This design comes from an exercise in tuning for small area and a short achievable clock period on the open sky130 flow, not from production work. Where RTL was checked, it was by simulation tests only, not by an equivalence proof against the original. Function not checked in runs 1, 2 and 5: the RTL went through the layout flow alone. Power and IR drop assume default switching activity.

==> flow/run.sh <==
#!/bin/bash
# synth_recipe.tcl (not shown) runs the flow's synth.tcl, then flattens the netlist and writes it again
# the make line also repeats each setting of config.mk as NAME=value (left out here)
make -C /OpenROAD-flow-scripts/flow DESIGN_CONFIG=/design/flow/config.mk WORK_HOME=/design/flow/orfs CLKGATE_MAP_FILE= SYNTH_SCRIPT=/design/flow/synth_recipe.tcl finish
==> flow/config.mk <==
export PLATFORM = sky130hd
export DESIGN_NAME = pipeline
export DESIGN_NICKNAME = pipeline
export VERILOG_FILES = /design/flow/design.v
export SDC_FILE = /design/flow/constraint.sdc
export NUM_CORES = 4
export LEC_CHECK = 0
export CAP_MARGIN = 20
export CORE_MARGIN = 2
export CORE_UTILIZATION = 40
export SETUP_SLACK_MARGIN = 3.2
export SLEW_MARGIN = 20
==> flow/constraint.sdc <==
create_clock -name core_clock -period 6.0 [get_ports {clk}]
set_input_delay 1.2000 -clock core_clock [delete_from_list [all_inputs] [get_ports {clk}]]
set_output_delay 1.2000 -clock core_clock [all_outputs]
set_load 0.01 [all_outputs]
==> flow/design.v <==
module pipeline(
	input				clk,			 
	input				rst_n,		 
	output [9:0]	imem_addr,	 
	input  [15:0]	imem_data,	 
	output			wb_en,		 
	output [3:0]	wb_addr,		 
	output [15:0]	wb_data		 
);
reg [9:0]  PC;
reg        START;
reg [15:0] IRF;
reg [15:0] IRD;
reg [3:0]  E_op;      
reg [3:0]  E_rd;
reg        E_nz;      
reg        E_sub;     
reg [15:0] R1E;
reg [15:0] R2E;       
reg [15:0] saida_ula;
reg        mult, mult1, mult2, mult3;
reg [3:0]  M0_rd, M1_rd, M2_rd, M3_rd;
reg [15:0] aux2, aux3;
reg [3:0]  W_rd;
reg        W_nz;
reg [15:0] saida_ulaW;
reg [15:0] registers [15:0];
assign imem_addr = PC;
assign wb_en   = rst_n & W_nz;
assign wb_addr = W_rd;
assign wb_data = saida_ulaW;
always @(posedge clk) begin
	if (!rst_n) begin
		PC <= 10'd1023;
		START <= 1'b0;
		IRF <= 16'd0;
	end else if (!START) begin
		START <= 1'b1;
	end else begin
		IRF <= imem_data;
		PC <= PC + 10'd1;
	end
end
always @(posedge clk) begin
	if (!rst_n) IRD <= 16'd0;
	else        IRD <= IRF;
end
wire [3:0] D_op = IRD[15:12];
wire D_imm = (D_op == 4'h3) || (D_op == 4'h7) || (D_op == 4'h8) ||
             (D_op == 4'h9) || (D_op == 4'hA) || (D_op == 4'hB);
wire D_sub = (D_op == 4'h2) || (D_op == 4'h3) || (D_op == 4'hB);
wire D_mul = (D_op == 4'hC);
wire [15:0] rs_val = registers[IRD[7:4]];
wire [15:0] rt_val = registers[IRD[3:0]];
always @(posedge clk) begin
	if (!rst_n) begin
		E_op <= 4'd0;
		E_nz <= 1'b0;
		mult <= 1'b0;
	end else begin
		E_op <= D_mul ? 4'd0 : D_op;
		E_nz <= !D_mul && (IRD != 16'd0);
		mult <= D_mul;
	end
end
always @(posedge clk) begin
	E_rd  <= IRD[11:8];
	E_sub <= D_sub;
	M0_rd <= IRD[11:8];
	R1E   <= D_imm ? {12'd0, IRD[7:4]} : rs_val;
	R2E   <= D_sub ? ~rt_val : rt_val;
end
wire [17:0] sum = {1'b0, R1E, 1'b1} + {1'b0, R2E, E_sub};
wire E_add = (E_op == 4'h1) || (E_op == 4'h2) || (E_op == 4'hA) || (E_op == 4'hB);
wire E_slt = (E_op == 4'h3);
wire E_and = (E_op == 4'h4) || (E_op == 4'h7);
wire E_or  = (E_op == 4'h5) || (E_op == 4'h8);
wire E_xor = (E_op == 4'h6) || (E_op == 4'h9);
reg [15:0] ula;
always @(*) begin
	ula = saida_ula;
	if (E_add) ula = sum[16:1];
	if (E_slt) ula = {15'd0, ~sum[17]};
	if (E_and) ula = R1E & R2E;
	if (E_or)  ula = R1E | R2E;
	if (E_xor) ula = R1E ^ R2E;
end
always @(posedge clk) begin
	if (!rst_n) saida_ula <= 16'd0;
	else        saida_ula <= ula;
end
wire mw0 = R1E[0] & R2E[0];
wire mw1 = R1E[1] & R2E[0];
wire mw2 = R1E[2] & R2E[0];
wire mw3 = R1E[3] & R2E[0];
wire mw4 = R1E[4] & R2E[0];
wire mw5 = R1E[5] & R2E[0];
wire mw6 = R1E[6] & R2E[0];
wire mw7 = R1E[7] & R2E[0];
wire mw8 = R1E[8] & R2E[0];
wire mw9 = R1E[9] & R2E[0];
wire mw10 = R1E[10] & R2E[0];
wire mw11 = R1E[11] & R2E[0];
wire mw12 = R1E[12] & R2E[0];
wire mw13 = R1E[13] & R2E[0];
wire mw14 = R1E[14] & R2E[0];
wire mw15 = R1E[15] & R2E[0];
wire mw16 = R1E[0] & R2E[1];
wire mw17 = R1E[1] & R2E[1];
wire mw18 = R1E[2] & R2E[1];
wire mw19 = R1E[3] & R2E[1];
wire mw20 = R1E[4] & R2E[1];
wire mw21 = R1E[5] & R2E[1];
wire mw22 = R1E[6] & R2E[1];
wire mw23 = R1E[7] & R2E[1];
wire mw24 = R1E[8] & R2E[1];
wire mw25 = R1E[9] & R2E[1];
wire mw26 = R1E[10] & R2E[1];
wire mw27 = R1E[11] & R2E[1];
wire mw28 = R1E[12] & R2E[1];
wire mw29 = R1E[13] & R2E[1];
wire mw30 = R1E[14] & R2E[1];
wire mw31 = R1E[0] & R2E[2];
wire mw32 = R1E[1] & R2E[2];
wire mw33 = R1E[2] & R2E[2];
wire mw34 = R1E[3] & R2E[2];
wire mw35 = R1E[4] & R2E[2];
wire mw36 = R1E[5] & R2E[2];
wire mw37 = R1E[6] & R2E[2];
wire mw38 = R1E[7] & R2E[2];
wire mw39 = R1E[8] & R2E[2];
wire mw40 = R1E[9] & R2E[2];
wire mw41 = R1E[10] & R2E[2];
wire mw42 = R1E[11] & R2E[2];
wire mw43 = R1E[12] & R2E[2];
wire mw44 = R1E[13] & R2E[2];
wire mw45 = R1E[0] & R2E[3];
wire mw46 = R1E[1] & R2E[3];
wire mw47 = R1E[2] & R2E[3];
wire mw48 = R1E[3] & R2E[3];
wire mw49 = R1E[4] & R2E[3];
wire mw50 = R1E[5] & R2E[3];
wire mw51 = R1E[6] & R2E[3];
wire mw52 = R1E[7] & R2E[3];
wire mw53 = R1E[8] & R2E[3];
wire mw54 = R1E[9] & R2E[3];
wire mw55 = R1E[10] & R2E[3];
wire mw56 = R1E[11] & R2E[3];
wire mw57 = R1E[12] & R2E[3];
wire mw58 = R1E[0] & R2E[4];
wire mw59 = R1E[1] & R2E[4];
wire mw60 = R1E[2] & R2E[4];
wire mw61 = R1E[3] & R2E[4];
wire mw62 = R1E[4] & R2E[4];
wire mw63 = R1E[5] & R2E[4];
wire mw64 = R1E[6] & R2E[4];
wire mw65 = R1E[7] & R2E[4];
wire mw66 = R1E[8] & R2E[4];
wire mw67 = R1E[9] & R2E[4];
wire mw68 = R1E[10] & R2E[4];
wire mw69 = R1E[11] & R2E[4];
wire mw70 = R1E[0] & R2E[5];
wire mw71 = R1E[1] & R2E[5];
wire mw72 = R1E[2] & R2E[5];
wire mw73 = R1E[3] & R2E[5];
wire mw74 = R1E[4] & R2E[5];
wire mw75 = R1E[5] & R2E[5];
wire mw76 = R1E[6] & R2E[5];
wire mw77 = R1E[7] & R2E[5];
wire mw78 = R1E[8] & R2E[5];
wire mw79 = R1E[9] & R2E[5];
wire mw80 = R1E[10] & R2E[5];
wire mw81 = R1E[0] & R2E[6];
wire mw82 = R1E[1] & R2E[6];
wire mw83 = R1E[2] & R2E[6];
wire mw84 = R1E[3] & R2E[6];
wire mw85 = R1E[4] & R2E[6];
wire mw86 = R1E[5] & R2E[6];
wire mw87 = R1E[6] & R2E[6];
wire mw88 = R1E[7] & R2E[6];
wire mw89 = R1E[8] & R2E[6];
wire mw90 = R1E[9] & R2E[6];
wire mw91 = R1E[0] & R2E[7];
wire mw92 = R1E[1] & R2E[7];
wire mw93 = R1E[2] & R2E[7];
wire mw94 = R1E[3] & R2E[7];
wire mw95 = R1E[4] & R2E[7];
wire mw96 = R1E[5] & R2E[7];
wire mw97 = R1E[6] & R2E[7];
wire mw98 = R1E[7] & R2E[7];
wire mw99 = R1E[8] & R2E[7];
wire mw100 = R1E[0] & R2E[8];
wire mw101 = R1E[1] & R2E[8];
wire mw102 = R1E[2] & R2E[8];
wire mw103 = R1E[3] & R2E[8];
wire mw104 = R1E[4] & R2E[8];
wire mw105 = R1E[5] & R2E[8];
wire mw106 = R1E[6] & R2E[8];
wire mw107 = R1E[7] & R2E[8];
wire mw108 = R1E[0] & R2E[9];
wire mw109 = R1E[1] & R2E[9];
wire mw110 = R1E[2] & R2E[9];
wire mw111 = R1E[3] & R2E[9];
wire mw112 = R1E[4] & R2E[9];
wire mw113 = R1E[5] & R2E[9];
wire mw114 = R1E[6] & R2E[9];
wire mw115 = R1E[0] & R2E[10];
wire mw116 = R1E[1] & R2E[10];
wire mw117 = R1E[2] & R2E[10];
wire mw118 = R1E[3] & R2E[10];
wire mw119 = R1E[4] & R2E[10];
wire mw120 = R1E[5] & R2E[10];
wire mw121 = R1E[0] & R2E[11];
wire mw122 = R1E[1] & R2E[11];
wire mw123 = R1E[2] & R2E[11];
wire mw124 = R1E[3] & R2E[11];
wire mw125 = R1E[4] & R2E[11];
wire mw126 = R1E[0] & R2E[12];
wire mw127 = R1E[1] & R2E[12];
wire mw128 = R1E[2] & R2E[12];
wire mw129 = R1E[3] & R2E[12];
wire mw130 = R1E[0] & R2E[13];
wire mw131 = R1E[1] & R2E[13];
wire mw132 = R1E[2] & R2E[13];
wire mw133 = R1E[0] & R2E[14];
wire mw134 = R1E[1] & R2E[14];
wire mw135 = R1E[0] & R2E[15];
wire mw136 = mw13 ^ mw28;
wire mw137 = mw13 & mw28;
wire mw138 = mw14 ^ mw29 ^ mw43;
wire mw139 = (mw14 & mw29) | (mw14 & mw43) | (mw29 & mw43);
wire mw140 = mw56 ^ mw68;
wire mw141 = mw56 & mw68;
wire mw142 = mw15 ^ mw30 ^ mw44;
wire mw143 = mw57 ^ mw69 ^ mw80;
wire mw144 = mw90 ^ mw99;
wire mw145 = mw9 ^ mw24;
wire mw146 = mw9 & mw24;
wire mw147 = mw10 ^ mw25 ^ mw39;
wire mw148 = (mw10 & mw25) | (mw10 & mw39) | (mw25 & mw39);
wire mw149 = mw52 ^ mw64;
wire mw150 = mw52 & mw64;
wire mw151 = mw11 ^ mw26 ^ mw40;
wire mw152 = (mw11 & mw26) | (mw11 & mw40) | (mw26 & mw40);
wire mw153 = mw53 ^ mw65 ^ mw76;
wire mw154 = (mw53 & mw65) | (mw53 & mw76) | (mw65 & mw76);
wire mw155 = mw86 ^ mw95;
wire mw156 = mw86 & mw95;
wire mw157 = mw12 ^ mw27 ^ mw41;
wire mw158 = (mw12 & mw27) | (mw12 & mw41) | (mw27 & mw41);
wire mw159 = mw54 ^ mw66 ^ mw77;
wire mw160 = (mw54 & mw66) | (mw54 & mw77) | (mw66 & mw77);
wire mw161 = mw87 ^ mw96 ^ mw104;
wire mw162 = (mw87 & mw96) | (mw87 & mw104) | (mw96 & mw104);
wire mw163 = mw111 ^ mw117;
wire mw164 = mw111 & mw117;
wire mw165 = mw136 ^ mw42 ^ mw55;
wire mw166 = (mw136 & mw42) | (mw136 & mw55) | (mw42 & mw55);
wire mw167 = mw67 ^ mw78 ^ mw88;
wire mw168 = (mw67 & mw78) | (mw67 & mw88) | (mw78 & mw88);
wire mw169 = mw97 ^ mw105 ^ mw112;
wire mw170 = (mw97 & mw105) | (mw97 & mw112) | (mw105 & mw112);
wire mw171 = mw118 ^ mw123 ^ mw127;
wire mw172 = (mw118 & mw123) | (mw118 & mw127) | (mw123 & mw127);
wire mw173 = mw138 ^ mw140 ^ mw79;
wire mw174 = (mw138 & mw140) | (mw138 & mw79) | (mw140 & mw79);
wire mw175 = mw89 ^ mw98 ^ mw106;
wire mw176 = (mw89 & mw98) | (mw89 & mw106) | (mw98 & mw106);
wire mw177 = mw113 ^ mw119 ^ mw124;
wire mw178 = (mw113 & mw119) | (mw113 & mw124) | (mw119 & mw124);
wire mw179 = mw128 ^ mw131 ^ mw133;
wire mw180 = (mw128 & mw131) | (mw128 & mw133) | (mw131 & mw133);
wire mw181 = mw142 ^ mw143 ^ mw144;
wire mw182 = mw107 ^ mw114 ^ mw120;
wire mw183 = mw125 ^ mw129 ^ mw132;
wire mw184 = mw134 ^ mw135 ^ mw139;
wire mw185 = mw6 ^ mw21;
wire mw186 = mw6 & mw21;
wire mw187 = mw7 ^ mw22 ^ mw36;
wire mw188 = (mw7 & mw22) | (mw7 & mw36) | (mw22 & mw36);
wire mw189 = mw49 ^ mw61;
wire mw190 = mw49 & mw61;
wire mw191 = mw8 ^ mw23 ^ mw37;
wire mw192 = (mw8 & mw23) | (mw8 & mw37) | (mw23 & mw37);
wire mw193 = mw50 ^ mw62 ^ mw73;
wire mw194 = (mw50 & mw62) | (mw50 & mw73) | (mw62 & mw73);
wire mw195 = mw83 ^ mw92;
wire mw196 = mw83 & mw92;
wire mw197 = mw145 ^ mw38 ^ mw51;
wire mw198 = (mw145 & mw38) | (mw145 & mw51) | (mw38 & mw51);
wire mw199 = mw63 ^ mw74 ^ mw84;
wire mw200 = (mw63 & mw74) | (mw63 & mw84) | (mw74 & mw84);
wire mw201 = mw93 ^ mw101 ^ mw108;
wire mw202 = (mw93 & mw101) | (mw93 & mw108) | (mw101 & mw108);
wire mw203 = mw147 ^ mw149 ^ mw75;
wire mw204 = (mw147 & mw149) | (mw147 & mw75) | (mw149 & mw75);
wire mw205 = mw85 ^ mw94 ^ mw102;
wire mw206 = (mw85 & mw94) | (mw85 & mw102) | (mw94 & mw102);
wire mw207 = mw109 ^ mw115 ^ mw146;
wire mw208 = (mw109 & mw115) | (mw109 & mw146) | (mw115 & mw146);
wire mw209 = mw151 ^ mw153 ^ mw155;
wire mw210 = (mw151 & mw153) | (mw151 & mw155) | (mw153 & mw155);
wire mw211 = mw103 ^ mw110 ^ mw116;
wire mw212 = (mw103 & mw110) | (mw103 & mw116) | (mw110 & mw116);
wire mw213 = mw121 ^ mw148 ^ mw150;
wire mw214 = (mw121 & mw148) | (mw121 & mw150) | (mw148 & mw150);
wire mw215 = mw157 ^ mw159 ^ mw161;
wire mw216 = (mw157 & mw159) | (mw157 & mw161) | (mw159 & mw161);
wire mw217 = mw163 ^ mw122 ^ mw126;
wire mw218 = (mw163 & mw122) | (mw163 & mw126) | (mw122 & mw126);
wire mw219 = mw152 ^ mw154 ^ mw156;
wire mw220 = (mw152 & mw154) | (mw152 & mw156) | (mw154 & mw156);
wire mw221 = mw165 ^ mw167 ^ mw169;
wire mw222 = (mw165 & mw167) | (mw165 & mw169) | (mw167 & mw169);
wire mw223 = mw171 ^ mw130 ^ mw158;
wire mw224 = (mw171 & mw130) | (mw171 & mw158) | (mw130 & mw158);
wire mw225 = mw160 ^ mw162 ^ mw164;
wire mw226 = (mw160 & mw162) | (mw160 & mw164) | (mw162 & mw164);
wire mw227 = mw173 ^ mw175 ^ mw177;
wire mw228 = (mw173 & mw175) | (mw173 & mw177) | (mw175 & mw177);
wire mw229 = mw179 ^ mw137 ^ mw166;
wire mw230 = (mw179 & mw137) | (mw179 & mw166) | (mw137 & mw166);
wire mw231 = mw168 ^ mw170 ^ mw172;
wire mw232 = (mw168 & mw170) | (mw168 & mw172) | (mw170 & mw172);
wire mw233 = mw181 ^ mw182 ^ mw183;
wire mw234 = mw184 ^ mw141 ^ mw174;
wire mw235 = mw176 ^ mw178 ^ mw180;
wire mw236 = mw4 ^ mw19;
wire mw237 = mw4 & mw19;
wire mw238 = mw5 ^ mw20 ^ mw34;
wire mw239 = (mw5 & mw20) | (mw5 & mw34) | (mw20 & mw34);
wire mw240 = mw47 ^ mw59;
wire mw241 = mw47 & mw59;
wire mw242 = mw185 ^ mw35 ^ mw48;
wire mw243 = (mw185 & mw35) | (mw185 & mw48) | (mw35 & mw48);
wire mw244 = mw60 ^ mw71 ^ mw81;
wire mw245 = (mw60 & mw71) | (mw60 & mw81) | (mw71 & mw81);
wire mw246 = mw187 ^ mw189 ^ mw72;
wire mw247 = (mw187 & mw189) | (mw187 & mw72) | (mw189 & mw72);
wire mw248 = mw82 ^ mw91 ^ mw186;
wire mw249 = (mw82 & mw91) | (mw82 & mw186) | (mw91 & mw186);
wire mw250 = mw191 ^ mw193 ^ mw195;
wire mw251 = (mw191 & mw193) | (mw191 & mw195) | (mw193 & mw195);
wire mw252 = mw100 ^ mw188 ^ mw190;
wire mw253 = (mw100 & mw188) | (mw100 & mw190) | (mw188 & mw190);
wire mw254 = mw197 ^ mw199 ^ mw201;
wire mw255 = (mw197 & mw199) | (mw197 & mw201) | (mw199 & mw201);
wire mw256 = mw192 ^ mw194 ^ mw196;
wire mw257 = (mw192 & mw194) | (mw192 & mw196) | (mw194 & mw196);
wire mw258 = mw203 ^ mw205 ^ mw207;
wire mw259 = (mw203 & mw205) | (mw203 & mw207) | (mw205 & mw207);
wire mw260 = mw198 ^ mw200 ^ mw202;
wire mw261 = (mw198 & mw200) | (mw198 & mw202) | (mw200 & mw202);
wire mw262 = mw209 ^ mw211 ^ mw213;
wire mw263 = (mw209 & mw211) | (mw209 & mw213) | (mw211 & mw213);
wire mw264 = mw204 ^ mw206 ^ mw208;
wire mw265 = (mw204 & mw206) | (mw204 & mw208) | (mw206 & mw208);
wire mw266 = mw215 ^ mw217 ^ mw219;
wire mw267 = (mw215 & mw217) | (mw215 & mw219) | (mw217 & mw219);
wire mw268 = mw210 ^ mw212 ^ mw214;
wire mw269 = (mw210 & mw212) | (mw210 & mw214) | (mw212 & mw214);
wire mw270 = mw221 ^ mw223 ^ mw225;
wire mw271 = (mw221 & mw223) | (mw221 & mw225) | (mw223 & mw225);
wire mw272 = mw216 ^ mw218 ^ mw220;
wire mw273 = (mw216 & mw218) | (mw216 & mw220) | (mw218 & mw220);
wire mw274 = mw227 ^ mw229 ^ mw231;
wire mw275 = (mw227 & mw229) | (mw227 & mw231) | (mw229 & mw231);
wire mw276 = mw222 ^ mw224 ^ mw226;
wire mw277 = (mw222 & mw224) | (mw222 & mw226) | (mw224 & mw226);
wire mw278 = mw233 ^ mw234 ^ mw235;
wire mw279 = mw228 ^ mw230 ^ mw232;
reg [57:0] mcs;  
always @(posedge clk) mcs <= {mw277, mw275, mw279, mw278, mw273, mw271, mw276, mw274, mw269, mw267, mw272, mw270, mw265, mw263, mw268, mw266, mw261, mw259, mw264, mw262, mw257, mw255, mw260, mw258, mw253, mw251, mw256, mw254, mw249, mw247, mw252, mw250, mw245, mw243, mw248, mw246, mw241, mw239, mw244, mw242, mw237, mw70, mw240, mw238, mw58, mw46, mw33, mw236, mw45, mw32, mw18, mw3, mw31, mw17, mw2, mw16, mw1, mw0};
wire mw280 = mcs[6] ^ mcs[7];
wire mw281 = mcs[6] & mcs[7];
wire mw282 = mcs[10] ^ mcs[11] ^ mcs[12];
wire mw283 = (mcs[10] & mcs[11]) | (mcs[10] & mcs[12]) | (mcs[11] & mcs[12]);
wire mw284 = mcs[14] ^ mcs[15] ^ mcs[16];
wire mw285 = (mcs[14] & mcs[15]) | (mcs[14] & mcs[16]) | (mcs[15] & mcs[16]);
wire mw286 = mcs[18] ^ mcs[19] ^ mcs[20];
wire mw287 = (mcs[18] & mcs[19]) | (mcs[18] & mcs[20]) | (mcs[19] & mcs[20]);
wire mw288 = mcs[22] ^ mcs[23] ^ mcs[24];
wire mw289 = (mcs[22] & mcs[23]) | (mcs[22] & mcs[24]) | (mcs[23] & mcs[24]);
wire mw290 = mcs[26] ^ mcs[27] ^ mcs[28];
wire mw291 = (mcs[26] & mcs[27]) | (mcs[26] & mcs[28]) | (mcs[27] & mcs[28]);
wire mw292 = mcs[30] ^ mcs[31] ^ mcs[32];
wire mw293 = (mcs[30] & mcs[31]) | (mcs[30] & mcs[32]) | (mcs[31] & mcs[32]);
wire mw294 = mcs[34] ^ mcs[35] ^ mcs[36];
wire mw295 = (mcs[34] & mcs[35]) | (mcs[34] & mcs[36]) | (mcs[35] & mcs[36]);
wire mw296 = mcs[38] ^ mcs[39] ^ mcs[40];
wire mw297 = (mcs[38] & mcs[39]) | (mcs[38] & mcs[40]) | (mcs[39] & mcs[40]);
wire mw298 = mcs[42] ^ mcs[43] ^ mcs[44];
wire mw299 = (mcs[42] & mcs[43]) | (mcs[42] & mcs[44]) | (mcs[43] & mcs[44]);
wire mw300 = mcs[46] ^ mcs[47] ^ mcs[48];
wire mw301 = (mcs[46] & mcs[47]) | (mcs[46] & mcs[48]) | (mcs[47] & mcs[48]);
wire mw302 = mcs[50] ^ mcs[51] ^ mcs[52];
wire mw303 = (mcs[50] & mcs[51]) | (mcs[50] & mcs[52]) | (mcs[51] & mcs[52]);
wire mw304 = mcs[54] ^ mcs[55] ^ mcs[56];
wire mw305 = mcs[3] ^ mcs[4];
wire mw306 = mcs[3] & mcs[4];
wire mw307 = mw280 ^ mcs[8] ^ mcs[9];
wire mw308 = (mw280 & mcs[8]) | (mw280 & mcs[9]) | (mcs[8] & mcs[9]);
wire mw309 = mw282 ^ mcs[13] ^ mw281;
wire mw310 = (mw282 & mcs[13]) | (mw282 & mw281) | (mcs[13] & mw281);
wire mw311 = mw284 ^ mcs[17] ^ mw283;
wire mw312 = (mw284 & mcs[17]) | (mw284 & mw283) | (mcs[17] & mw283);
wire mw313 = mw286 ^ mcs[21] ^ mw285;
wire mw314 = (mw286 & mcs[21]) | (mw286 & mw285) | (mcs[21] & mw285);
wire mw315 = mw288 ^ mcs[25] ^ mw287;
wire mw316 = (mw288 & mcs[25]) | (mw288 & mw287) | (mcs[25] & mw287);
wire mw317 = mw290 ^ mcs[29] ^ mw289;
wire mw318 = (mw290 & mcs[29]) | (mw290 & mw289) | (mcs[29] & mw289);
wire mw319 = mw292 ^ mcs[33] ^ mw291;
wire mw320 = (mw292 & mcs[33]) | (mw292 & mw291) | (mcs[33] & mw291);
wire mw321 = mw294 ^ mcs[37] ^ mw293;
wire mw322 = (mw294 & mcs[37]) | (mw294 & mw293) | (mcs[37] & mw293);
wire mw323 = mw296 ^ mcs[41] ^ mw295;
wire mw324 = (mw296 & mcs[41]) | (mw296 & mw295) | (mcs[41] & mw295);
wire mw325 = mw298 ^ mcs[45] ^ mw297;
wire mw326 = (mw298 & mcs[45]) | (mw298 & mw297) | (mcs[45] & mw297);
wire mw327 = mw300 ^ mcs[49] ^ mw299;
wire mw328 = (mw300 & mcs[49]) | (mw300 & mw299) | (mcs[49] & mw299);
wire mw329 = mw302 ^ mcs[53] ^ mw301;
wire mw330 = (mw302 & mcs[53]) | (mw302 & mw301) | (mcs[53] & mw301);
wire mw331 = mw304 ^ mcs[57] ^ mw303;
wire [15:0] mrow0 = {mw331, mw329, mw327, mw325, mw323, mw321, mw319, mw317, mw315, mw313, mw311, mw309, mw307, mw305, mcs[1], mcs[0]};
wire [15:0] mrow1 = {mw330, mw328, mw326, mw324, mw322, mw320, mw318, mw316, mw314, mw312, mw310, mw308, mw306, mcs[5], mcs[2], 1'b0};
wire [15:0] mprod = mrow0 + mrow1;
always @(posedge clk) begin
	if (!rst_n) begin
		mult1 <= 1'b0;
		mult2 <= 1'b0;
		mult3 <= 1'b0;
	end else begin
		mult1 <= mult;
		mult2 <= mult1;
		mult3 <= mult2;
	end
end
always @(posedge clk) begin
	M1_rd <= M0_rd;
	M2_rd <= M1_rd;
	M3_rd <= M2_rd;
	aux2  <= mprod;
	aux3  <= aux2;
end
always @(posedge clk) begin
	if (!rst_n) W_nz <= 1'b0;
	else        W_nz <= mult3 | E_nz;
	W_rd       <= mult3 ? M3_rd : E_rd;
	saida_ulaW <= mult3 ? aux3 : ula;
end
integer i;
always @(posedge clk) begin
	for (i = 0; i < 16; i = i + 1) begin
		if (!rst_n)
			registers[i] <= (i == 1 || i == 2) ? 16'd3 : 16'd0;
		else if (W_nz && W_rd == i)
			registers[i] <= saida_ulaW;
	end
end
endmodule
==> results of run 1 <==
[final cells by class]
type | instances | area, µm² | area share
diodes | 1 | 2.502 | 0.00008927
clock buffers | 71 | 1473 | 0.05254
clock inverters | 23 | 310.3 | 0.01107
inverters | 116 | 471.7 | 0.01683
multi-input cells | 2165 | 13640 | 0.4865
flip-flops and latches | 484 | 9807 | 0.3498
well taps | 782 | 978.4 | 0.03490
repair buffers | 156 | 1351 | 0.04821
[metrics by stage]
step           cells  hold WS (ns)  total power, µW
2_1_floorplan   2966        0.3096             4685
3_3_place_gp    3657        0.3105             5306
3_5_place_dp    3658        0.3121             5329
4_1_cts         3781        0.3154             8808
5_1_grt         3797        0.3234             9150
6_report        3798        0.3165             8848
[synthesized netlist by cell type (6+ instances only)]
| cell | count |
|---|---|
| a211oi_1 | 11 |
| a21o_1 | 16 |
| a21oi_1 | 354 |
| a221oi_1 | 21 |
| a222oi_1 | 28 |
| a22o_1 | 38 |
| a22oi_1 | 72 |
| a31oi_1 | 21 |
| a32oi_1 | 17 |
| and2_1 | 33 |
| and3_1 | 20 |
| buf_1 | 16 |
| buf_2 | 39 |
| clkbuf_1 | 140 |
| dfxtp_1 | 484 |
| fa_1 | 80 |
| ha_1 | 60 |
| inv_1 | 107 |
| mux2_2 | 30 |
| mux2i_1 | 37 |
| nand2_1 | 652 |
| nand2b_1 | 16 |
| nand3_1 | 44 |
| nand4_1 | 12 |
| nor2_1 | 246 |
| nor2b_1 | 25 |
| nor3_1 | 35 |
| o2111ai_1 | 8 |
| o211ai_1 | 9 |
| o21a_1 | 8 |
| o21ai_0 | 72 |
| o21ai_1 | 9 |
| o221ai_1 | 8 |
| o22ai_1 | 28 |
| o31ai_1 | 6 |
| o32ai_1 | 6 |
| xnor2_1 | 53 |
| xor2_1 | 13 |
[timing repair]
action / CTS / global route
pin swaps: 13 / 3
setup endpoints to repair: 70 / 45
resized for setup: 127 / 53
buffers inserted: 29 / 15
[state kept, by name, indices dropped and copies added, names as in the netlist, 4 cells and up]
register and count:
E_op 4, E_rd 4, IRD 16, IRF 16
M1_rd 4, M2_rd 4, M3_rd 4, PC 10
R1E 16, R2E 16, W_rd 4, aux2 16
aux3 16, mcs 58, registers 256, saida_ula 16
saida_ulaW 16
[worst max path at each step]
| stage | startpoint | to |
|---|---|---|
| 6_report | mcs[12] | aux2[14] |
| 4_1_cts | mcs[12] | aux2[14] |
| 2_1_floorplan | rst_n | wb_en |
| 3_3_place_gp | IRD[1] | R2E[2] |
| 3_5_place_dp | mcs[12] | aux2[15] |
| 5_1_grt | mcs[12] | aux2[10] |
[per-layer routing]
metal  routed length (µm)  part of all wire
met5                    0                 0
met4                 9083             0.085
met3                11190              0.11
met2                46750              0.44
met1                39530              0.37
[cells by family (layout without fill, tap and decap cells)]
logic type | count (synthesis) | in the layout | synth area share
compound gates | 779 | 779 | 0.2055
xor+xnor | 66 | 66 | 0.02383
fa+ha+maj | 142 | 142 | 0.09779
buf+inv | 317 | 366 | 0.05261
flops | 484 | 484 | 0.3994
mux | 68 | 68 | 0.03012
other cells | 0 | 1 | 0
simple gates | 1110 | 1110 | 0.1907
[power by group through the flow]
stage | Combinational [µW] | Clock, µW | Sequential, µW
finish | 1720 | 3390 | 3730
global route | 1840 | 3560 | 3750
CTS | 1640 | 3440 | 3730
detailed placement | 1440 | 0 | 3890
global placement | 1420 | 0 | 3880
floorplan | 1030 | 0 | 3660
==> impl_results.md, run 1 <==
- Max incr delay on CP: 0.55 ns
- Clock Skew: 0.04150 ns
- Reg2reg start: mcs[12]
- CP arrival: 3.51 ns
- Routing usage on met3: 0.07939
- Crit-path leading delay family: adder cells
- Grt total ovfl: 0
- Final instance area: 28030 µm²
- Sw Pwr: 2738 µW
- Die area: 62630 µm²
- Area contributors post-synth: dfxtp_1 40%, nand2_1 10%, a21oi_1 7.3%
- Port bufs: 48
- Fraction of layout instances using a drive strength above 1: 0.1231
- Period minus WS final: 2.982 ns
- Synth async-reset ratio: 0
- CTS Buffer Depth: 3
- Routability cong.: 1.057
- Setup TNS: 0 ns
- Clock Pin Slew Worst Setup and Hold Paths: 0.06 ns
- Final hold vios: 0
- Initial DRC count: 3386
- CTS buffer count: 52
- Run status: no timing/DRC/antenna violations
- CTS tree: yes
- Largest area contributor in the netlist: dfxtp_1
- DRC: 0
- Clk sinks: 484
- Clk Tree Root Cell: clkbuf_16
- Vias in the first global route: 22832
- Die height: 250.3 µm
- Sequential Power Share: 0.422
- DP Worst Slack: 2.680 ns
- Total track usage: 0.3319
- Initial antenna violation count: 2
- Syn avg cell area: 8.179 µm²
- CP required: 6.53 ns
- Register area share after synthesis: 0.3994
- Hold Path Sink: M3_rd[0]
- Slew headroom: 0.1385
- Most common cell after layout, fill and taps aside: nand2_1
- Hold Crit Depth: 0
- Worst Tran Pin Value: 1.289 ns
- Die X: 250.3 µm
- Final setup fails: 0
- R2R setup slack: 3.02 ns
- Post-Syn Area: 24260 µm²
- Detail Placement HPWL: 72030 µm
- Yosys top cell area share: 0.3994
- Worst hold-check path type: flip-flop to flip-flop
- Synth Register Bits: 484
- Syn Nets: 3124
- CP Cell Sequence: fa_1 -> fa_1 -> ha_4 -> and2_4 -> a311o_1 -> o22ai_4 -> o21ai_2 -> a21o_1 -> a21oi_2 -> xnor2_1
- Via density: 6.230
- Worst skew pair latency: 0.64 ns
- Leakage: 0.01036 µW
- Final period util: 0.4970
- Overall routed net length: 106600 µm
- Worst Min Path Start: M2_rd[0]
- Number of enable flip-flop cells after synthesis: 0
- Startpoint types: flip-flop
- R2r endpoint: aux2[14]
- Pin count of the biggest net entering global routing: 163
- WP buf/inv: 0
- Cell mode on critical path: fa_1
- Pwr dens: 315.6 nW/µm²
- Ys Warns: 2
- Boundary Pins: 49
- GR Util met2: 0.5221
- RSZ-0062 raised after global routing: true
- Dpl cell area: 25460 µm²
- GR Layer Usage met1: 0.3971
- Commonest cells after routing, fill and taps aside: 649 x nand2_1, 442 x dfxtp_1, 348 x a21oi_1
- Register-to-Register Path Depth: 10
- Utilization after layout: 0.4662
- Post-CTS Hold Buffers: 0
- Cell variety after synth: 84
- # H-tree levels: 2
- Top Usage Layer GRT: met2
- Most used DFF post-synth: dfxtp_1
- Worst ir drop on vdd: 0.2320 mV
- Comb pwr share: 0.195
- Setup slack after layout: 3.018 ns
- Pint: 6110 µW
- Syn Inst Count: 2966
- Core area: 60130 µm²
- Via count: 23661
- CP Depth: 10
- WL/cell: 28.06 µm
- Initial core utilization: 0.4034
- First-pass GRT wire length: 153500 µm
- Sw Ratio: 0.3094
- P&R area growth vs syn: 15.56%
- 1st-pass router iterations: 10
- MaxCap Viol Count: 0
- Critical path peak fanout: 4
- WS Path Type: flip-flop to flip-flop
- Clock Power Share: 0.384
- CP max-delay cell: fa_1
- Row Count: 90
- Max Clock Freq: 335.3 MHz
- Worst setup EP type: flip-flop
- Fill count: 5911
- Nets: 3133
- Post-route ant nets: 0
- Number of max-slew violations in the final report: 0
==> inputs of run 2 (changes only) <==
--- a/flow/config.mk
+++ b/flow/config.mk
@@ -8,5 +8,5 @@
 export CAP_MARGIN = 20
 export CORE_MARGIN = 2
 export CORE_UTILIZATION = 40
-export SETUP_SLACK_MARGIN = 3.2
+export SETUP_SLACK_MARGIN = 3.5
 export SLEW_MARGIN = 20
==> run 2 against run 1 <==
  * Critical path depth unchanged
  * Fmax is 0.87% lower
  * First-iteration DRC count up 3.8%
  * Sequential share of layout area down 1.2 points
  * Sequential power about the same
  * Area after synthesis stayed put
  * Power is 3.1% higher
  * Via count is 1.2% higher
  * Register-to-register slack worse by 0.03 ns
  * Worst hold slack worse by 0.012 ns
  * Critical endpoint unchanged
  * Clock skew increased by 0.0010 ns
==> impl_results.md, run 2 <==
- Run status: no timing/DRC/antenna violations
- MaxCap Viol Count: 0
- Startpoint types: flip-flop
- Largest area contributor in the netlist: dfxtp_1
- Final std cells w/o fill: 3843
- Post-CTS Hold Buffers: 0
- Clock Skew: 0.04255 ns
- RSZ-0062 raised after global routing: true
- Post-Syn Area: 24260 µm²
- Pint: 6307 µW
- CP Cell Sequence: fa_1 -> fa_1 -> ha_4 -> and2_4 -> a311o_1 -> o22ai_4 -> o21ai_2 -> a21o_1 -> a21oi_2 -> xnor2_2
- Worst ir drop on vdd: 0.1950 mV
- Vias in the first global route: 22823
- Sequential Power Share: 0.407
- Crit-path leading delay family: adder cells
- Nets: 3176
- Cell variety after synth: 84
- Leakage: 0.01076 µW
- Die area: 62630 µm²
- Syn Inst Count: 2966
- Sw Pwr: 2811 µW
- Setup slack after layout: 2.992 ns
- CTS tree: yes
- Count leader, synth: nand2_1
- Number of enable flip-flop cells after synthesis: 0
- P&R area growth vs syn: 19.97%
- Core area: 60130 µm²
- Max Clock Freq: 332.4 MHz
- Worst setup EP type: flip-flop
- Worst skew pair latency: 0.63 ns
- Worst Tran Pin Value: 1.203 ns
- Row Count: 90
- Cell mode on critical path: fa_1
- Detail Placement HPWL: 72450 µm
- Post-route ant nets: 0
- Grt total ovfl: 0
- Port bufs: 48
- R2R setup slack: 2.99 ns
- Yosys top cell area share: 0.3994
- Overall routed net length: 109900 µm
- Boundary Pins: 49
- Inst Count DP: 3663
- Comb pwr share: 0.204
- CTS Buffer Depth: 3
- Die height: 250.3 µm
- Final period util: 0.5014
- Synth async-reset ratio: 0
- Total track usage: 0.3399
- Initial antenna violation count: 2
- Slew headroom: 0.1960
- Top Registers: registers x256, mcs x58
- Max incr delay on CP: 0.56 ns
- 1st-pass router iterations: 7
- Final instance area: 29100 µm²
- Area contributors post-synth: dfxtp_1 40%, nand2_1 10%, a21oi_1 7.3%
- WL/cell: 28.59 µm
- Final hold vios: 0
- Fraction of layout instances using a drive strength above 1: 0.1679
- Most used DFF post-synth: dfxtp_1
- Fill count: 5802
- Register area share after synthesis: 0.3994
- Setup TNS: 0 ns
- Clk Tree Root Cell: clkbuf_16
- Dpl cell area: 25560 µm²
- CTS buffer count: 54
- Pwr dens: 313.3 nW/µm²
- Clock Pin Slew Worst Setup and Hold Paths: 0.06 ns
- CP arrival: 3.53 ns
- Top reg by flops: registers
- CP max-delay cell: fa_1
- Synth Register Bits: 484
- Commonest cells after routing, fill and taps aside: 644 x nand2_1, 432 x dfxtp_1, 345 x a21oi_1
- First-pass GRT wire length: 156600 µm
- # diodes: 0
- Period minus WS final: 3.008 ns
- # H-tree levels: 2
- Number of max-slew violations in the final report: 0
- Max reg flops: 256
- Syn Nets: 3124
- CP required: 6.52 ns
- Clock Power Share: 0.389
- Ys Warns: 2
- Worst hold-check path type: flip-flop to flip-flop
- Critical path peak fanout: 5
- Final setup fails: 0
- DP Worst Slack: 2.687 ns
- Initial DRC count: 3516
- Routability cong.: 1.062
- WS Path Type: flip-flop to flip-flop
- Die X: 250.3 µm
- Most common cell after layout, fill and taps aside: nand2_1
- WP buf/inv: 0
- Clk sinks: 484
- Via density: 6.233
- Initial core utilization: 0.4034
- Via count: 23953
- Syn avg cell area: 8.179 µm²
- Overall power: 9118 µW
- DRC: 0
- Top post-synthesis cells by count: 652 x nand2_1, 484 x dfxtp_1, 354 x a21oi_1, 246 x nor2_1, 140 x clkbuf_1
- Pin count of the biggest net entering global routing: 154
- Sw Ratio: 0.3083
## run 2: cell counts after synthesis
No cell type changed its count.
## run 2: kinds of logic after synthesis
kind of cell               count (synthesis)  share of synthesized area
AOI/OAI and AO/OA                        779                     0.2055
muxes                                     68                    0.03012
adders and majority gates                142                    0.09779
DFF                                      484                     0.3994
xor gates and xnor gates                  66                    0.02383
and+or+nand+nor                         1110                     0.1907
buffers and inverters                    317                    0.05261
## run 2: layout make-up
type	count	area (µm²)	area share
Multi-Input combinational cell	2165	14130	0.4854
Sequential cell	484	9834	0.3379
Timing Repair Buffer	197	1795	0.06169
Clock buffer	70	1503	0.05163
Tap cell	782	978.4	0.03362
Inverter	116	486.7	0.01672
Clock inverter	29	377.9	0.01298
## run 2: power groups by stage
stage	logic (µW)	registers, µW	clock network, µW
final	1860	3710	3550
after global routing	1990	3730	3710
after CTS	1740	3720	3590
after detailed placement	1480	3890	0
after global placement	1450	3880	0
after floorplan	1050	3660	0
## run 2: worst paths after layout
path	cells past startpoint	startpoint	endpoint
max reg2reg	10	mcs[12]	aux2[14]
min	0	aux2[8]	aux3[8]
min reg2reg	0	aux2[8]	aux3[8]
max	10	mcs[12]	aux2[14]
## run 2: layer usage
layer  up-vias  part of all wire  global-route usage
li1      10320                 -                   -
met1     11451              0.37              0.4192
met2      1632              0.44              0.5398
met3       546              0.10             0.06765
met4         4             0.083              0.2258
met5         -           0.00024                   0
## run 2: through the flow
stage	hold WS, ns	util
floorplan	0.3096	-
global placement	0.3108	0.4248
detailed placement	0.3121	0.4250
CTS	0.3049	0.4755
global route	0.3080	0.4840
finish	0.3044	0.4840
## run 2: what timing repair did
action	in CTS	in global routing
setup buffers	61	18
endpoints found under the setup margin	259	222
resized for setup	252	98
endpoints found under the hold margin	0	0
pin swaps	27	24
gates cloned	1	1
==> inputs of run 3 (changes only) <==
--- a/flow/design.v
+++ b/flow/design.v
@@ -20,7 +20,7 @@
 reg [15:0] saida_ula;
 reg        mult, mult1, mult2, mult3;
 reg [3:0]  M0_rd, M1_rd, M2_rd, M3_rd;
-reg [15:0] aux2, aux3;
+reg [15:0] aux3;
 reg [3:0]  W_rd;
 reg        W_nz;
 reg [15:0] saida_ulaW;
@@ -50,8 +50,16 @@
              (D_op == 4'h9) || (D_op == 4'hA) || (D_op == 4'hB);
 wire D_sub = (D_op == 4'h2) || (D_op == 4'h3) || (D_op == 4'hB);
 wire D_mul = (D_op == 4'hC);
-wire [15:0] rs_val = registers[IRD[7:4]];
-wire [15:0] rt_val = registers[IRD[3:0]];
+reg [15:0] rs_val, rt_val;
+integer j;
+always @(*) begin
+	rs_val = 16'd0;
+	rt_val = 16'd0;
+	for (j = 0; j < 16; j = j + 1) begin
+		rs_val = rs_val | (registers[j] & {16{IRD[7:4] == j}});
+		rt_val = rt_val | (registers[j] & {16{IRD[3:0] == j}});
+	end
+end
 always @(posedge clk) begin
 	if (!rst_n) begin
 		E_op <= 4'd0;
@@ -423,8 +431,10 @@
 wire mw329 = mw302 ^ mcs[53] ^ mw301;
 wire mw330 = (mw302 & mcs[53]) | (mw302 & mw301) | (mcs[53] & mw301);
 wire mw331 = mw304 ^ mcs[57] ^ mw303;
-wire [15:0] mrow0 = {mw331, mw329, mw327, mw325, mw323, mw321, mw319, mw317, mw315, mw313, mw311, mw309, mw307, mw305, mcs[1], mcs[0]};
-wire [15:0] mrow1 = {mw330, mw328, mw326, mw324, mw322, mw320, mw318, mw316, mw314, mw312, mw310, mw308, mw306, mcs[5], mcs[2], 1'b0};
+reg [30:0] mcs2;  
+always @(posedge clk) mcs2 <= {mw330, mw331, mw328, mw329, mw326, mw327, mw324, mw325, mw322, mw323, mw320, mw321, mw318, mw319, mw316, mw317, mw314, mw315, mw312, mw313, mw310, mw311, mw308, mw309, mw306, mw307, mcs[5], mw305, mcs[2], mcs[1], mcs[0]};
+wire [15:0] mrow0 = {mcs2[29], mcs2[27], mcs2[25], mcs2[23], mcs2[21], mcs2[19], mcs2[17], mcs2[15], mcs2[13], mcs2[11], mcs2[9], mcs2[7], mcs2[5], mcs2[3], mcs2[1], mcs2[0]};
+wire [15:0] mrow1 = {mcs2[30], mcs2[28], mcs2[26], mcs2[24], mcs2[22], mcs2[20], mcs2[18], mcs2[16], mcs2[14], mcs2[12], mcs2[10], mcs2[8], mcs2[6], mcs2[4], mcs2[2], 1'b0};
 wire [15:0] mprod = mrow0 + mrow1;
 always @(posedge clk) begin
 	if (!rst_n) begin
@@ -441,8 +451,7 @@
 	M1_rd <= M0_rd;
 	M2_rd <= M1_rd;
 	M3_rd <= M2_rd;
-	aux2  <= mprod;
-	aux3  <= aux2;
+	aux3  <= mprod;
 end
 always @(posedge clk) begin
 	if (!rst_n) W_nz <= 1'b0;
@@ -450,13 +459,11 @@
 	W_rd       <= mult3 ? M3_rd : E_rd;
 	saida_ulaW <= mult3 ? aux3 : ula;
 end
-integer i;
-always @(posedge clk) begin
-	for (i = 0; i < 16; i = i + 1) begin
-		if (!rst_n)
-			registers[i] <= (i == 1 || i == 2) ? 16'd3 : 16'd0;
-		else if (W_nz && W_rd == i)
-			registers[i] <= saida_ulaW;
-	end
-end
+wire [15:0] wd_rst = saida_ulaW & {16{rst_n}};
+genvar g;
+generate for (g = 0; g < 16; g = g + 1) begin : rf
+	wire we = !rst_n || (W_nz && W_rd == g);
+	wire [15:0] wd = (g == 1 || g == 2) ? (wd_rst | {14'd0, !rst_n, !rst_n}) : wd_rst;
+	always @(posedge clk) if (we) registers[g] <= wd;
+end endgenerate
 endmodule
--- a/flow/config.mk
+++ b/flow/config.mk
@@ -8,5 +8,5 @@
 export CAP_MARGIN = 20
 export CORE_MARGIN = 2
 export CORE_UTILIZATION = 40
-export SETUP_SLACK_MARGIN = 3.5
+export SETUP_SLACK_MARGIN = 3.4
 export SLEW_MARGIN = 20
==> run 3 against run 2 <==
  * Sequential share of layout area up 12 points
  * Combinational power up about 20%
  * Global-route usage down 7.5 points
  * Critical path depth down 7
  * Core utilization down 1.2 points
  * Synthesized cell count down 32%
  * Final cell count down 25%
  * Setup slack better by 0.28 ns
  * Fmax up 10%
==> impl_results.md, run 3 <==
- R2R setup slack: 3.32 ns
- Critical path peak fanout: 2
- Max reg flops: 256
- Area contributors post-synth: edfxtp_1 33%, dfxtp_1 21%, fa_1 6.8%
- MaxCap Viol Count: 0
- Most common cell after layout, fill and taps aside: edfxtp_1
- Startpoint types: input pin
- Boundary Pins: 49
- Fraction of layout instances using a drive strength above 1: 0.1685
- DRC: 0
- RSZ-0062 raised after global routing: true
- Clock Power Share: 0.318
- Worst ir drop on vdd: 0.2506 mV
- Most used DFF post-synth: edfxtp_1
- Die area: 60520 µm²
- Row Count: 88
- Slew headroom: 0.3434
- Nets: 2247
- CP required: 4.80 ns
- Synth async-reset ratio: 0
- Post-route ant nets: 0
- Syn Inst Count: 2009
- Port bufs: 48
- Clock Pin Slew Worst Setup and Hold Paths: 0.06 ns
- Initial core utilization: 0.4053
- Fill count: 5252
- Via count: 17943
- Syn avg cell area: 11.66 µm²
- Commonest cells after routing, fill and taps aside: 256 x edfxtp_1, 204 x dfxtp_1, 173 x nor2_1
- Via density: 6.192
- Sw Pwr: 3097 µW
- Top Registers: registers x256, mcs x58, mcs2 x31
- # H-tree levels: 2
- Period minus WS final: 2.727 ns
- Yosys top cell area share: 0.3282
- Final instance area: 27310 µm²
- Post-Syn Area: 23430 µm²
- Number of max-slew violations in the final report: 0
- Final hold vios: 0
- Die height: 246.0 µm
- Worst setup EP type: output pin
- Syn Nets: 2167
- Inst Count DP: 2764
- Register area share after synthesis: 0.5358
- Sequential Power Share: 0.458
- Dpl cell area: 24910 µm²
- Largest area contributor in the netlist: edfxtp_1
- Detail Placement HPWL: 53610 µm
- Cell variety after synth: 91
- Worst skew pair latency: 0.61 ns
- Synth Register Bits: 499
- Number of enable flip-flop cells after synthesis: 256
- Routability cong.: 0.9660
- Pwr dens: 366.0 nW/µm²
- Leakage: 0.01034 µW
- Sw Ratio: 0.3098
- Final setup fails: 0
- Ys Warns: 2
- Worst hold-check path type: flip-flop to flip-flop
- Clk Tree Root Cell: clkbuf_16
- Final period util: 0.4545
- Worst Tran Pin Value: 0.9849 ns
- 1st-pass router iterations: 7
- WL/cell: 28.03 µm
- Utilization after layout: 0.4724
- Grt total ovfl: 0
- Max Clock Freq: 366.7 MHz
- Pin count of the biggest net entering global routing: 80
- First-pass GRT wire length: 117800 µm
- CTS tree: yes
- Post-CTS Hold Buffers: 0
- Comb pwr share: 0.223
- Total track usage: 0.2653
- WS Path Type: input pin to output pin
- Initial antenna violation count: 2
- CP arrival: 1.53 ns
- P&R area growth vs syn: 16.58%
- Setup TNS: 0 ns
- Overall routed net length: 81220 µm
- Final std cells w/o fill: 2898
- Count leader, synth: edfxtp_1
- Run status: no timing/DRC/antenna violations
- CTS buffer count: 51
- Smallest hold slack: 0.3257 ns
- Vias in the first global route: 17979
- Initial DRC count: 2659
- Clk sinks: 499
- Pint: 6898 µW
- Core area: 57810 µm²
- Top reg by flops: registers
- Top post-synthesis cells by count: 256 x edfxtp_1, 243 x dfxtp_1, 184 x nor2_1, 108 x nand2_1, 99 x a22oi_1
- CTS Buffer Depth: 3
- Clock Skew: 0.02824 ns
- Die X: 246.0 µm
[run 3: cell types whose count changed in the layout (fill, tap and decap cells not counted), moves of 27 or more]
cell / previous run / this run
nand2_1: 644 / 108
edfxtp_1: 0 / 256
nor2_1: 217 / 173
a21oi_1: 345 / 61
dfxtp_1: 432 / 204
a22oi_1: 72 / 99
buf_4: 127 / 86
[run 3: path summary, 6_finish.rpt]
check             depth (start not counted)  startpoint  endpoint
setup reg to reg                          6      IRD[6]   R1E[12]
hold / removal                            0    M1_rd[2]  M2_rd[2]
hold reg to reg                           0    M1_rd[2]  M2_rd[2]
setup / recovery                          3       rst_n     wb_en
[run 3: layout make-up]
cell class / count / area [µm²] / area share
inverters: 99 / 402.9 / 0.01475
well taps: 765 / 957.2 / 0.03505
repair buffers: 139 / 1147 / 0.04201
multi-input cells: 1299 / 10480 / 0.3836
clock buffers: 67 / 1450 / 0.05310
flip-flops and latches: 499 / 12630 / 0.4626
clock inverters: 28 / 239.0 / 0.008751
diodes: 2 / 5.005 / 0.0001833
[run 3: layer usage]
layer | vias up | GRT usage | routed length (µm)
li1 | 7634 | - | -
met1 | 8748 | 0.3398 | 31840
met2 | 1212 | 0.4096 | 35790
met3 | 347 | 0.06874 | 8754
met4 | 2 | 0.1444 | 4810
met5 | - | 0 | 12
[run 3: cell families (layout without fill, tap and decap cells)]
| family | count (synthesis) | after routing | synth area share |
|---|---|---|---|
| simple gates | 545 | 545 | 0.1206 |
| other cells | 0 | 2 | 0 |
| flops | 499 | 499 | 0.5358 |
| fa+ha+maj | 141 | 141 | 0.1008 |
| buf+inv | 211 | 333 | 0.03685 |
| compound gates | 493 | 493 | 0.1564 |
| xor+xnor | 65 | 65 | 0.02462 |
| mux | 55 | 55 | 0.02489 |
[run 3: power groups by stage]
| stage | clock network [µW] | registers (µW) | logic [µW] |
|---|---|---|---|
| floorplan | 0 | 4460 | 1390 |
| global placement | 0 | 4620 | 2080 |
| detailed placement | 0 | 4620 | 2110 |
| CTS | 3230 | 4570 | 2180 |
| global route | 3370 | 4630 | 2470 |
| finish | 3180 | 4580 | 2230 |
[run 3: through the flow]
step / setup WS [ns] / total power [µW]
floorplan: 3.197 / 5851
global placement: 2.664 / 6693
detailed placement: 2.860 / 6736
CTS: 3.272 / 9982
global route: 3.238 / 10470
finish: 3.273 / 9996
[run 3: critical path, stage by stage]
cell and delay, ns:
buf_6 0.09, and2_4 0.12, buf_6 0.11
[run 3: timing repair]
item | 4_1_cts | 5_1_grt
pin swaps | 3 | 15
gates resized for setup | 137 | 51
setup buffers | 18 | 19
endpoints found under the setup margin | 101 | 41
gates cloned | 0 | 0
==> inputs of run 4 (changes only) <==
--- a/flow/config.mk
+++ b/flow/config.mk
@@ -8,5 +8,7 @@
 export CAP_MARGIN = 20
 export CORE_MARGIN = 2
 export CORE_UTILIZATION = 40
+export CTS_BUF_LIST = sky130_fd_sc_hd__clkbuf_8
+export CTS_CLUSTER_SIZE = 30
 export SETUP_SLACK_MARGIN = 3.4
 export SLEW_MARGIN = 20
==> run 4 against run 3 <==
  * Non-clock buffer count up 2
  * Power shrank 2.8%
  * Via count up 2.0%
  * First-iteration DRC count fell by 6.6%
  * Combinational power is essentially flat
  * Clock power decreased by 8.5%
  * Die area did not move
  * Count of clock-buffer cells in the layout increased by 24
  * Sequential cell count unchanged
  * Critical path type unchanged
  * Highest routed layer unchanged
==> impl_results.md, run 4 <==
- Most used DFF post-synth: edfxtp_1
- RSZ-0062 raised after global routing: true
- Number of max-slew violations in the final report: 0
- Count leader, synth: edfxtp_1
- Worst ir drop on vdd: 0.2070 mV
- Routability cong.: 0.9660
- Die X: 246.0 µm
- Synth async-reset ratio: 0
- Run status: no timing/DRC/antenna violations
- Initial core utilization: 0.4053
- Port bufs: 48
- Worst hold-check path type: flip-flop to flip-flop
- Via density: 6.197
- Register area share after synthesis: 0.5358
- CP arrival: 1.53 ns
- Cell mode on critical path: buf_6
- WL/cell: 27.71 µm
- CTS buffer count: 81
- # H-tree levels: 3
- CTS tree: yes
- Yosys top cell area share: 0.3282
- Register-to-Register Path Depth: 9
- Critical path peak fanout: 2
- Crit-path leading delay family: buffers and inverters
- Die area: 60520 µm²
- Nets: 2279
- Pin count of the biggest net entering global routing: 80
- WS Path Type: input pin to output pin
- Largest area contributor in the netlist: edfxtp_1
- Max incr delay on CP: 0.12 ns
- Final setup fails: 0
- Top Registers: registers x256, mcs x58, mcs2 x31
- Synth Register Bits: 499
- Pwr dens: 357.3 nW/µm²
- Die height: 246.0 µm
- CP Cell Sequence: buf_6 -> and2_4 -> buf_6
- Initial antenna violation count: 2
- Area contributors post-synth: edfxtp_1 33%, dfxtp_1 21%, fa_1 6.8%
- DP Worst Slack: 2.860 ns
- Post-CTS Hold Buffers: 0
- Top post-synthesis cells by count: 256 x edfxtp_1, 243 x dfxtp_1, 184 x nor2_1, 108 x nand2_1, 99 x a22oi_1
- Total track usage: 0.2680
- Initial DRC count: 2483
- Fraction of layout instances using a drive strength above 1: 0.1792
- Commonest cells after routing, fill and taps aside: 256 x edfxtp_1, 200 x dfxtp_1, 175 x nor2_1
- CP required: 4.80 ns
- Detail Placement HPWL: 53610 µm
- Final hold vios: 0
- Core area: 57810 µm²
- Max Clock Freq: 366.9 MHz
- Grt total ovfl: 0
- Boundary Pins: 49
- Syn avg cell area: 11.66 µm²
- CP max-delay cell: and2_4
- Period minus WS final: 2.726 ns
- DRC: 0
- Clk sinks: 499
- CTS Buffer Depth: 3
- Row Count: 88
- Dpl cell area: 24910 µm²
- Ys Warns: 2
- P&R area growth vs syn: 16.03%
- Overall routed net length: 81840 µm
- Worst setup EP type: output pin
- CP Depth: 3
- Cell variety after synth: 91
- Fill count: 5256
- Worst Tran Pin Value: 1.002 ns
- 1st-pass router iterations: 7
- Syn Nets: 2167
- Post-Syn Area: 23430 µm²
- Slew headroom: 0.3306
- Worst skew pair latency: 0.69 ns
- Number of enable flip-flop cells after synthesis: 256
- Max reg flops: 256
- Most common cell after layout, fill and taps aside: edfxtp_1
- Leakage: 0.01045 µW
- MaxCap Viol Count: 0
- Clock Pin Slew Worst Setup and Hold Paths: 0.06 ns
- Setup TNS: 0 ns
- Startpoint types: input pin
- Post-route ant nets: 0
- Final period util: 0.4543
- Vias in the first global route: 18262
- Hold Crit Depth: 0
- Final instance area: 27180 µm²
- Clk Tree Root Cell: clkbuf_8
- Syn Inst Count: 2009
- First-pass GRT wire length: 118600 µm
- WP buf/inv: 2
- Via count: 18306
- Clock Skew: 0.04144 ns
- Setup slack after layout: 3.274 ns
- Top reg by flops: registers
## run 4: cell counts after synthesis
No cell type changed its count.
## run 4: per-stage QoR
stage | power [µW] | cells | hold slack (ns) | utilization
final | 9712 | 2954 | 0.3252 | 0.4702
after global routing | 10190 | 2953 | 0.3348 | 0.4702
after CTS | 9729 | 2940 | 0.3277 | 0.4671
after detailed placement | 6736 | 2764 | 0.3121 | 0.4310
after global placement | 6693 | 2764 | 0.3101 | 0.4310
after floorplan | 5851 | 2009 | 0.3096 | -
## run 4: worst paths after layout
path	from	end	slack (ns)
worst max-delay path	rst_n	wb_en	3.27
worst min-delay path	M2_rd[3]	M3_rd[3]	0.33
worst max register to register	R1E[1]	saida_ula[15]	3.33
worst min register to register	M2_rd[3]	M3_rd[3]	0.33
## run 4: layer usage
layer / vias up / GRT usage / share of wire
met4: 2 / 0.1428 / 0.060
met5: - / 0 / 0.00015
li1: 7710 / - / -
met3: 346 / 0.08137 / 0.12
met2: 1350 / 0.4120 / 0.44
met1: 8898 / 0.3385 / 0.39
## run 4: kinds of logic after synthesis
logic type,count (synthesis),share of synthesized area
fa+ha+maj,141,0.1008
mux,55,0.02489
flops,499,0.5358
simple gates,545,0.1206
compound gates,493,0.1564
buf+inv,211,0.03685
xor+xnor,65,0.02462
## run 4: cell type report
cell class              count  area, µm²  share of cell area
flip-flops and latches    499      12640              0.4649
inverters                  99      400.4             0.01473
diodes                      2      5.005           0.0001841
well taps                 765      957.2             0.03521
multi-input cells        1299      10400              0.3827
repair buffers            141       1184             0.04354
clock inverters            58      342.8             0.01261
clock buffers              91       1252             0.04608
## run 4: report_power, final
| group | internal [µW] | leakage [µW] | switching [µW] |
|---|---|---|---|
| logic | 890 | 0.00484 | 1330 |
| registers | 4190 | 0.00465 | 394 |
| clock network | 1530 | 0.000955 | 1380 |
| total | 6610 | 0.0104 | 3100 |
## run 4: what timing repair did
action                                  CTS  global route
endpoints found under the setup margin   98            59
pin swaps                                 4             5
resized for setup                       151            53
buffers inserted                         27            12
==> inputs of run 5 (changes only) <==
--- a/flow/design.v
+++ b/flow/design.v
@@ -431,11 +431,12 @@
 wire mw329 = mw302 ^ mcs[53] ^ mw301;
 wire mw330 = (mw302 & mcs[53]) | (mw302 & mw301) | (mcs[53] & mw301);
 wire mw331 = mw304 ^ mcs[57] ^ mw303;
-reg [30:0] mcs2;  
-always @(posedge clk) mcs2 <= {mw330, mw331, mw328, mw329, mw326, mw327, mw324, mw325, mw322, mw323, mw320, mw321, mw318, mw319, mw316, mw317, mw314, mw315, mw312, mw313, mw310, mw311, mw308, mw309, mw306, mw307, mcs[5], mw305, mcs[2], mcs[1], mcs[0]};
-wire [15:0] mrow0 = {mcs2[29], mcs2[27], mcs2[25], mcs2[23], mcs2[21], mcs2[19], mcs2[17], mcs2[15], mcs2[13], mcs2[11], mcs2[9], mcs2[7], mcs2[5], mcs2[3], mcs2[1], mcs2[0]};
-wire [15:0] mrow1 = {mcs2[30], mcs2[28], mcs2[26], mcs2[24], mcs2[22], mcs2[20], mcs2[18], mcs2[16], mcs2[14], mcs2[12], mcs2[10], mcs2[8], mcs2[6], mcs2[4], mcs2[2], 1'b0};
-wire [15:0] mprod = mrow0 + mrow1;
+wire [12:0] mlo = {1'b0, mw323, mw321, mw319, mw317, mw315, mw313, mw311, mw309, mw307, mw305, mcs[1], mcs[0]} + {1'b0, mw322, mw320, mw318, mw316, mw314, mw312, mw310, mw308, mw306, mcs[5], mcs[2], 1'b0};
+reg [12:0] mlo_q;  
+reg [7:0] mcs2;  
+always @(posedge clk) begin mlo_q <= mlo; mcs2 <= {mw330, mw331, mw328, mw329, mw326, mw327, mw324, mw325}; end
+wire [3:0] mhi = {mcs2[6], mcs2[4], mcs2[2], mcs2[0]} + {mcs2[7], mcs2[5], mcs2[3], mcs2[1]} + mlo_q[12];
+wire [15:0] mprod = {mhi, mlo_q[11:0]};
 always @(posedge clk) begin
 	if (!rst_n) begin
 		mult1 <= 1'b0;
--- a/flow/config.mk
+++ b/flow/config.mk
@@ -7,8 +7,9 @@
 export LEC_CHECK = 0
 export CAP_MARGIN = 20
 export CORE_MARGIN = 2
-export CORE_UTILIZATION = 40
+export CORE_UTILIZATION = 55
 export CTS_BUF_LIST = sky130_fd_sc_hd__clkbuf_8
-export CTS_CLUSTER_SIZE = 30
-export SETUP_SLACK_MARGIN = 3.4
+export CTS_CLUSTER_DIAMETER = 60
+export CTS_CLUSTER_SIZE = 15
+export SETUP_SLACK_MARGIN = 3.28
 export SLEW_MARGIN = 20
==> run 5 against run 4 <==
  * Combinational power is 2% higher
  * Setup slack worse by 0.053 ns
  * Final cell count decreased by 11%
  * Highest routed layer is now met4
  * Count of clock-buffer cells in the layout shrank 45
  * Area after synthesis is 2.1% lower
  * Clock power fell by about 30%
  * Largest cell class unchanged
  * Critical path type is now flip-flop to flip-flop
  * Still clean
==> impl_results.md, run 5 <==
- Yosys top cell area share: 0.3352
- Routability cong.: 0.9783
- Number of enable flip-flop cells after synthesis: 256
- CP max-delay cell: nor4b_4
- Complex-gate fraction of the synthesized area: 0.1544
- Vias in the first global route: 17511
- Core area: 41020 µm²
- Reg2reg start: IRD[4]
- First-pass GRT wire length: 116300 µm
- Worst Min Path Start: mlo_q[10]
- Initial antenna violation count: 2
- Port bufs: 48
- Number of max-slew violations in the final report: 0
- # H-tree levels: 2
- DRC: 0
- Synth Register Bits: 489
- Sequential Power Share: 0.506
- Multi-input gate area: 10190 µm²
- Max Clock Freq: 359.9 MHz
- Run status: no timing/DRC/antenna violations
- Max reg flops: 256
- Register-to-Register Path Depth: 7
- Syn Nets: 2130
- CP Cell Sequence: buf_4 -> nor4b_4 -> buf_4 -> a22o_1 -> a221oi_1 -> o221a_2 -> a31oi_1
- Worst Tran Pin Value: 1.029 ns
- Fraction of layout instances using a drive strength above 1: 0.1613
- Max incr delay on CP: 0.67 ns
- Post-route ant nets: 0
- Detail Placement HPWL: 53140 µm
- Total track usage: 0.3698
- Count leader, synth: edfxtp_1
- Nets: 2232
- CP arrival: 3.29 ns
- Via count: 17890
- Clock Skew: 0.04389 ns
- Most used DFF post-synth: edfxtp_1
- Simple-gate share of the synthesized area: 0.1160
- Top reg by flops: registers
- Pwr dens: 335.4 nW/µm²
- Cell variety after synth: 90
- Clk sinks: 489
- Area contributors post-synth: edfxtp_1 34%, dfxtp_1 20%, fa_1 7.2%
- Initial DRC count: 2773
- P&R area growth vs syn: 13.57%
- Row Count: 74
- Final hold vios: 0
- CTS buffer count: 44
- Smallest hold slack: 0.3237 ns
- R2r endpoint: R1E[5]
- Boundary Pins: 49
- R2R setup slack: 3.22 ns
- Post-Syn Area: 22930 µm²
- Largest area contributor in the netlist: edfxtp_1
- WS Path Type: flip-flop to flip-flop
- CTS Buffer Depth: 3
- Xor/xnor share of the synthesized area: 0.02559
- Startpoint types: flip-flop
- Top post-synthesis cells by count: 256 x edfxtp_1, 233 x dfxtp_1, 183 x nor2_1, 135 x nand2_1, 110 x inv_1
- Period minus WS final: 2.778 ns
- Fill count: 3238
- Synth async-reset ratio: 0
- Cell mode on critical path: buf_4
- Comb pwr share: 0.259
- Top Registers: registers x256, mcs x58
- Pint: 5836 µW
- Worst hold-check path type: flip-flop to flip-flop
- Critical path peak fanout: 18
- Ys Warns: 2
- Clock Pin Slew Worst Setup and Hold Paths: 0.10 ns
- Hold Path Sink: aux3[10]
- RSZ-0062 raised after global routing: true
- Leakage: 0.01010 µW
- Overall power: 8733 µW
- Final period util: 0.4630
- Most common cell after layout, fill and taps aside: edfxtp_1
- Worst setup EP type: flip-flop
- Clk Tree Root Cell: clkbuf_8
- Sw Pwr: 2897 µW
- Syn avg cell area: 11.63 µm²
- Die X: 208.2 µm
- Die height: 208.2 µm
- CTS tree: yes
- Commonest cells after routing, fill and taps aside: 256 x edfxtp_1, 192 x dfxtp_1, 171 x nor2_1
- Worst ir drop on vdd: 0.2170 mV
- # diodes: 0
- Register area share after synthesis: 0.5387
- Hold Crit Depth: 0
- Clock Power Share: 0.235
- Post-Synth Adder-Cell Area: 0.1042
- Slew headroom: 0.2992
- Via density: 6.792
- Overall routed net length: 80600 µm
- Sw Ratio: 0.3317
- WL/cell: 30.60 µm
- Final setup fails: 0
- Post-CTS Hold Buffers: 0
- Post-synthesis mux area share: 0.02150
- Pin count of the biggest net entering global routing: 44
- Syn Inst Count: 1971
- MaxCap Viol Count: 0
- Grt total ovfl: 0
- 1st-pass router iterations: 9
- CP required: 6.51 ns
- Reg area: 12440 µm²
- Largest family of logic cells by synthesized area: compound AO/OA/AOI/OAI gates
- Die area: 43340 µm²
- Setup TNS: 0 ns
- Worst skew pair latency: 0.67 ns
- Initial core utilization: 0.5591
-- run 5: cell types whose count changed in the layout (fill, tap and decap cells not counted), moves of 13 or more --
cell             change
clkbuf_8            -45
a22oi_1             -38
nand2_1             +27
a221oi_1            +21
dlygate4sd2_1       +21
a22o_1              +19
buf_4               +16
mux2_2              -14
clkdlybuf4s15_1     -13
-- run 5: cell type report --
class                   instances  area share
well taps                     532     0.02556
multi-input cells            1265      0.3913
clock inverters                29    0.009561
clock buffers                  46     0.02431
inverters                     115     0.01797
repair buffers                158     0.05371
flip-flops and latches        489      0.4776
-- run 5: kinds of logic after synthesis --
logic type	Yosys count
AO/OA/AOI/OAI	469
XOR/XNOR	67
adder cells (fa/ha/maj)	142
buffers and inverters	217
flip-flops	489
multiplexers	46
AND/OR/NAND/NOR	541
-- run 5: timing repair --
| item | CTS | global route |
|---|---|---|
| endpoints found under the setup margin | 120 | 38 |
| pin swaps | 11 | 15 |
| resized for setup | 133 | 34 |
| gates cloned | 1 | 0 |
| buffers inserted | 30 | 27 |
-- run 5: worst max-delay path by stage --
| stage | cells past startpoint | slack, ns | start | end |
|---|---|---|---|---|
| 3_3_place_gp | 3 | 2.05 | rst_n | wb_en |
| 3_5_place_dp | 3 | 2.01 | rst_n | wb_en |
| 6_report | 7 | 3.22 | IRD[4] | R1E[5] |
| 5_1_grt | 8 | 3.17 | R1E[13] | mcs[50] |
| 4_1_cts | 3 | 3.14 | rst_n | wb_en |
| 2_1_floorplan | 3 | 3.20 | rst_n | wb_en |
-- run 5: layer usage --
metal / vias up / track usage / routed length [µm]
met3: 375 / 0.08362 / 8854
met1: 8700 / 0.4644 / 29190
met4: 0 / 0.2250 / 5952
li1: 7451 / - / -
met2: 1364 / 0.5867 / 36600
met5: - / 0 / 0
-- run 5: worst max-delay path, delay by kind of cell (launching register included) --
kind	cells	cell delay, ns
buffers and inverters	2	0.68
and+or+nand+nor	1	0.67
DFF	1	0.45
AOI/OAI and AO/OA	4	0.81
-- run 5: metrics by stage --
step	cells	setup slack (ns)	instance area, µm²	util
after floorplan	1971	3.196	22960	-
after global placement	2500	2.047	24220	0.5904
after detailed placement	2500	2.009	24220	0.5904
after CTS	2606	3.142	25630	0.6249
after global routing	2634	3.175	26040	0.6349
final	2634	3.222	26040	0.6349
-- run 5: power groups by stage --
stage	clock network, µW	registers [µW]	logic, µW
after CTS	2070	4410	2190
after floorplan	0	4310	1340
after global routing	2190	4460	2470
final	2050	4420	2260
after detailed placement	0	4470	2040
after global placement	0	4470	2000

-- separate check: timing with driven ports --
The flow's constraints put no driver on any port. The routed layouts listed below were extracted and timed again, unchanged, in two steps. Step 1 sets driving cells, clkbuf_16 on the clock port and buf_2 on the other inputs (assumed; they add their load-dependent delay and slew). Step 2, shift: input delay + t, output delay - t, t = (earliest + latest rising clock arrival at the registers) / 2. This alone moves slack from input paths to output paths. Slacks: ideal / step 1 / step 2; pairs: ideal / step 1.
run	t (ns)	setup WS [ns]	hold slack, ns	clock arrival spread, ns	worst data-port slew with drivers (ns)
run 1	0.688	3.018 / 3.018 / 2.737	0.316 / 0.316 / 0.316	0.042 / 0.042	0.04
run 2	0.680	2.992 / 2.992 / 2.992	0.304 / 0.304 / 0.304	0.043 / 0.044	0.04
run 3	0.657	3.273 / 3.243 / 2.822	0.326 / 0.326 / 0.326	0.032 / 0.032	0.08
run 4	0.724	3.274 / 3.244 / 2.825	0.325 / 0.325 / 0.325	0.045 / 0.045	0.08
run 5	0.706	3.222 / 3.162 / 2.609	0.324 / 0.324 / 0.324	0.044 / 0.044	0.13
After both steps setup and hold are still met in every run listed. For run 5, which loses most, drivers alone change the setup slack by -0.060 ns; drivers and shift together by -0.613 ns.
